Background: an optimization exercise with open tools, aiming at small area, a short achievable clock period and few clock cycles. Do not read the settings as production practice.
Where RTL was checked, it was by simulation tests only, not by an equivalence proof against the original.

==> job 4836 <==
==> flow/design.v (excerpt) <==
module HW3_FPMUL_SP(Clk, Rst, St, FPmplier, FPmcand, Done, Ovf, Unf, FPproduct);
  input Clk, Rst, St;
  input [31:0] FPmcand;
  input [31:0] FPmplier;
  output reg Done;
  output Ovf, Unf;
  output [31:0] FPproduct;
  reg busy;                 
  reg [22:0] M;             
  reg [25:1] M3;            
  reg [8:0] ES;             
  reg sgn;
  reg [24:0] P;             
  wire [23:0] mi = {1'b1, FPmcand[22:0]};
  wire [24:0] qi = {1'b1, FPmplier[22:0], 1'b0};    
  wire [25:0] m3i = {1'b0, mi, 1'b0} + {2'b00, mi};
  reg [7:0] s1, s2, s3, s4, ng;    
  wire [7:0] s1i, s2i, s3i, s4i, ngi;
  genvar g;
  generate for (g = 0; g < 8; g = g + 1) begin : enc
    wire [3:0] b = qi[3*g+3:3*g];
    wire [2:0] v = {1'b0, b[2], 1'b0} + b[1] + b[0];
    wire [2:0] a = b[3] ? 3'd4 - v : v;
    assign s1i[g] = (a == 3'd1);
    assign s2i[g] = (a == 3'd2);
    assign s3i[g] = (a == 3'd3);
    assign s4i[g] = (a == 3'd4);
    assign ngi[g] = b[3];
  end endgenerate
  always @(posedge Clk) begin
    M <= FPmcand[22:0];
    M3 <= m3i[25:1];
    s1 <= s1i; s2 <= s2i; s3 <= s3i; s4 <= s4i; ng <= ngi;
  end
  wire [25:0] m1 = {2'b01, M};
  wire [25:0] m2 = {1'b1, M, 1'b0};
  wire [25:0] m3 = {M3, M[0]};
  ...
export LEC_CHECK = 0
export ABC_CLOCK_PERIOD_IN_PS = 3500
export CAP_MARGIN = 20
export CORE_MARGIN = 2
export CORE_UTILIZATION = 40
export SETUP_SLACK_MARGIN = 5
export SLEW_MARGIN = 20
create_clock -name core_clock -period 9.0 [get_ports {Clk}]
run.sh (not shown) runs the stock make flow with config.mk's settings and CLKGATE_MAP_FILE= SYNTH_SCRIPT=/design/flow/synth_recipe.tcl, a recipe that flattens the netlist after the stock synthesis.
==> job 5222 (differences from job 4836) <==
--- a/flow/design.v
+++ b/flow/design.v
@@ -9,34 +9,34 @@
   reg [22:0] M;             
   reg [25:1] M3;            
   reg [8:0] ES;             
   reg sgn;
   reg [24:0] P;             
   wire [23:0] mi = {1'b1, FPmcand[22:0]};
   wire [24:0] qi = {1'b1, FPmplier[22:0], 1'b0};    
   wire [25:0] m3i = {1'b0, mi, 1'b0} + {2'b00, mi};
-  reg [7:0] s1, s2, s3, s4, ng;    
-  wire [7:0] s1i, s2i, s3i, s4i, ngi;
+  reg [24:0] Q;
+  always @(posedge Clk) begin
+    M <= FPmcand[22:0];
+    M3 <= m3i[25:1];
+    Q <= qi;
+  end
+  wire [7:0] s1, s2, s3, s4, ng;
   genvar g;
   generate for (g = 0; g < 8; g = g + 1) begin : enc
-    wire [3:0] b = qi[3*g+3:3*g];
+    wire [3:0] b = Q[3*g+3:3*g];
     wire [2:0] v = {1'b0, b[2], 1'b0} + b[1] + b[0];
     wire [2:0] a = b[3] ? 3'd4 - v : v;
-    assign s1i[g] = (a == 3'd1);
-    assign s2i[g] = (a == 3'd2);
-    assign s3i[g] = (a == 3'd3);
-    assign s4i[g] = (a == 3'd4);
-    assign ngi[g] = b[3];
+    assign s1[g] = (a == 3'd1);
+    assign s2[g] = (a == 3'd2);
+    assign s3[g] = (a == 3'd3);
+    assign s4[g] = (a == 3'd4);
+    assign ng[g] = b[3];
   end endgenerate
-  always @(posedge Clk) begin
-    M <= FPmcand[22:0];
-    M3 <= m3i[25:1];
-    s1 <= s1i; s2 <= s2i; s3 <= s3i; s4 <= s4i; ng <= ngi;
-  end
   wire [25:0] m1 = {2'b01, M};
   wire [25:0] m2 = {1'b1, M, 1'b0};
   wire [25:0] m3 = {M3, M[0]};
   wire [25:0] m4 = {1'b1, M, 2'b00};
   wire [25:0] y0 = (({26{s1[0]}} & m1) | ({26{s2[0]}} & m2) | ({26{s3[0]}} & m3) | ({26{s4[0]}} & m4)) ^ {26{ng[0]}};
   wire [25:0] y1 = (({26{s1[1]}} & m1) | ({26{s2[1]}} & m2) | ({26{s3[1]}} & m3) | ({26{s4[1]}} & m4)) ^ {26{ng[1]}};
   wire [25:0] y2 = (({26{s1[2]}} & m1) | ({26{s2[2]}} & m2) | ({26{s3[2]}} & m3) | ({26{s4[2]}} & m4)) ^ {26{ng[2]}};
   wire [25:0] y3 = (({26{s1[3]}} & m1) | ({26{s2[3]}} & m2) | ({26{s3[3]}} & m3) | ({26{s4[3]}} & m4)) ^ {26{ng[3]}};
==> flow_summary.ini <==
[yosys]
muxShareOfSynthArea = 0.0161

[worst_setup_path]
crit_path_start = M[8]$_DFF_P_
reg2reg_to = P[20]$_DFFE_PP_

[clock_network]
cts_setup_buffers = 55

[detailed_routing]
drt_iter0_drc = 1670

[floorplan]
num_tap_cells = 539

[layout]
buf_share = 0.131
clock_area_frac = 0.0263

[placed_design]
place_ws_ps = 3040
placedCellCount = 2368
gp_congestion = 0.940

[hold_path]
min_to = Done$_SDFF_PP1_

[outcome]
outcome = complete, no violations
The numbers above come from job 4836.

==> flow_summary.ini <==
[layout]
clock_area_frac = 0.0144
buf_share = 0.118

[yosys]
synth_edf_count = 35
muxShareOfSynthArea = 0.0192
synth_area_leader_cell = fa_1

[placed_design]
place_ws_ps = 1650
gp_congestion = 0.966
placedCellCount = 2515

[floorplan]
num_tap_cells = 546

[outcome]
outcome = complete, no violations

[clock_network]
cts_setup_buffers = 70

[worst_setup_path]
crit_path_start = Q[6]$_DFF_P_

[hold_path]
min_to = P[3]$_DFFE_PP_

[detailed_routing]
drt_iter0_drc = 2492
The numbers above come from job 5222.

Function was not checked in any run of this note: the RTL went through the layout flow alone.

========
==> willow: inputs <==
Another version of the RTL of HW3_FPMUL_SP (not shown whole).
clock: 9.0 ns
lec_check: 0
abc_clock_period_in_ps: 300
cap_margin: 20
core_margin: 2
core_utilization: 40
cts_buf_list: sky130_fd_sc_hd__clkbuf_4 sky130_fd_sc_hd__clkbuf_8
setup_slack_margin: 5
slew_margin: 20
==> xenon (differences from willow) <==
==> flow/flow/run.sh (new file) <==
#!/bin/bash
# The standard layout, except that the port buffers are buf_2 cells rather than the
# default pick; every input and output port still gets its own buffer.
bash standard.sh "BUFFER_PORTS_ARGS=-buffer_cell sky130_fd_sc_hd__buf_2" finish > standard.log 2>&1
==> flow/standard.sh (new file) <==
#!/bin/bash
# synth_recipe.tcl (not shown) runs the flow's synth.tcl, then flattens the netlist and writes it again
# the make line also repeats each setting of config.mk as NAME=value (left out here)
make -C /OpenROAD-flow-scripts/flow DESIGN_CONFIG=/design/flow/config.mk WORK_HOME=/design/flow/orfs CLKGATE_MAP_FILE= SYNTH_SCRIPT=/design/flow/synth_recipe.tcl "${@:-finish}"
Settings changed: ABC_CLOCK_PERIOD_IN_PS 300 to not set.
removed: flow/run.sh
==> comparison <==
- Core utilization: xenon is lower than willow (1.9 points).
- In synthesized cell count, willow and xenon do not differ.
- Of xenon and willow, xenon has the higher count of clock-buffer cells in the layout (gap 3).
- Between xenon and willow, the lower final area is in xenon (gap about 4%, measured against willow).
==> figures <==
| item | xenon | willow |
|---|---|---|
| Run status | complete, no violations | complete, no violations |
| Number of global-route vias before repair | 14700 | 14500 |
| Total half-perimeter wirelength after legalization and detailed placement | 37.4 mm | 37.7 mm |
| Post-CTS setup buffer count | 19 | 53 |
| Combined area of the multi-input logic cells | 0.0132 mm^2 | 0.0133 mm^2 |
| Number of buffers and inverters on the critical path | 2 | 4 |
| Number of fill cells in the layout | 3797 | 3754 |
| Total wirelength of the detailed-routed design | 55.7 mm | 57.0 mm |
| Area growth from synthesis to layout | 16.4% | 21.1% |
Testbench counts of willow, summed over its fixed seeds: cycles 16,000.
Testbench counts of xenon, summed over its fixed seeds: cycles 16,000.

-- afterwards: timing with drivers on the ports --
Ports are ideal in the flow. The routed layouts listed here were re-timed in OpenROAD.
Step 1, drivers: a clkbuf_16 drives Clk and a buf_2 each remaining input, both assumed.
Step 2 also shifts input and output timing later by t, the mid clock arrival at the registers, as if the neighbouring blocks saw the same clock.
Slacks: ideal ports / drivers / drivers and shift; pairs: ideal ports / drivers.
run | t (ns) | setup slack, ns | worst hold slack (ns)
job 4836 | 0.512 | 3.691 / 3.691 / 3.691 | 0.812 / 0.812 / 0.812
job 5222 | 0.449 | 2.823 / 2.823 / 2.823 | 0.728 / 0.728 / 0.728
willow | 0.538 | 3.616 / 3.616 / 3.616 | 0.821 / 0.821 / 0.821
xenon | 0.534 | 3.599 / 3.599 / 3.599 | 0.791 / 0.791 / 0.791
After both steps setup and hold are still met in every run listed.
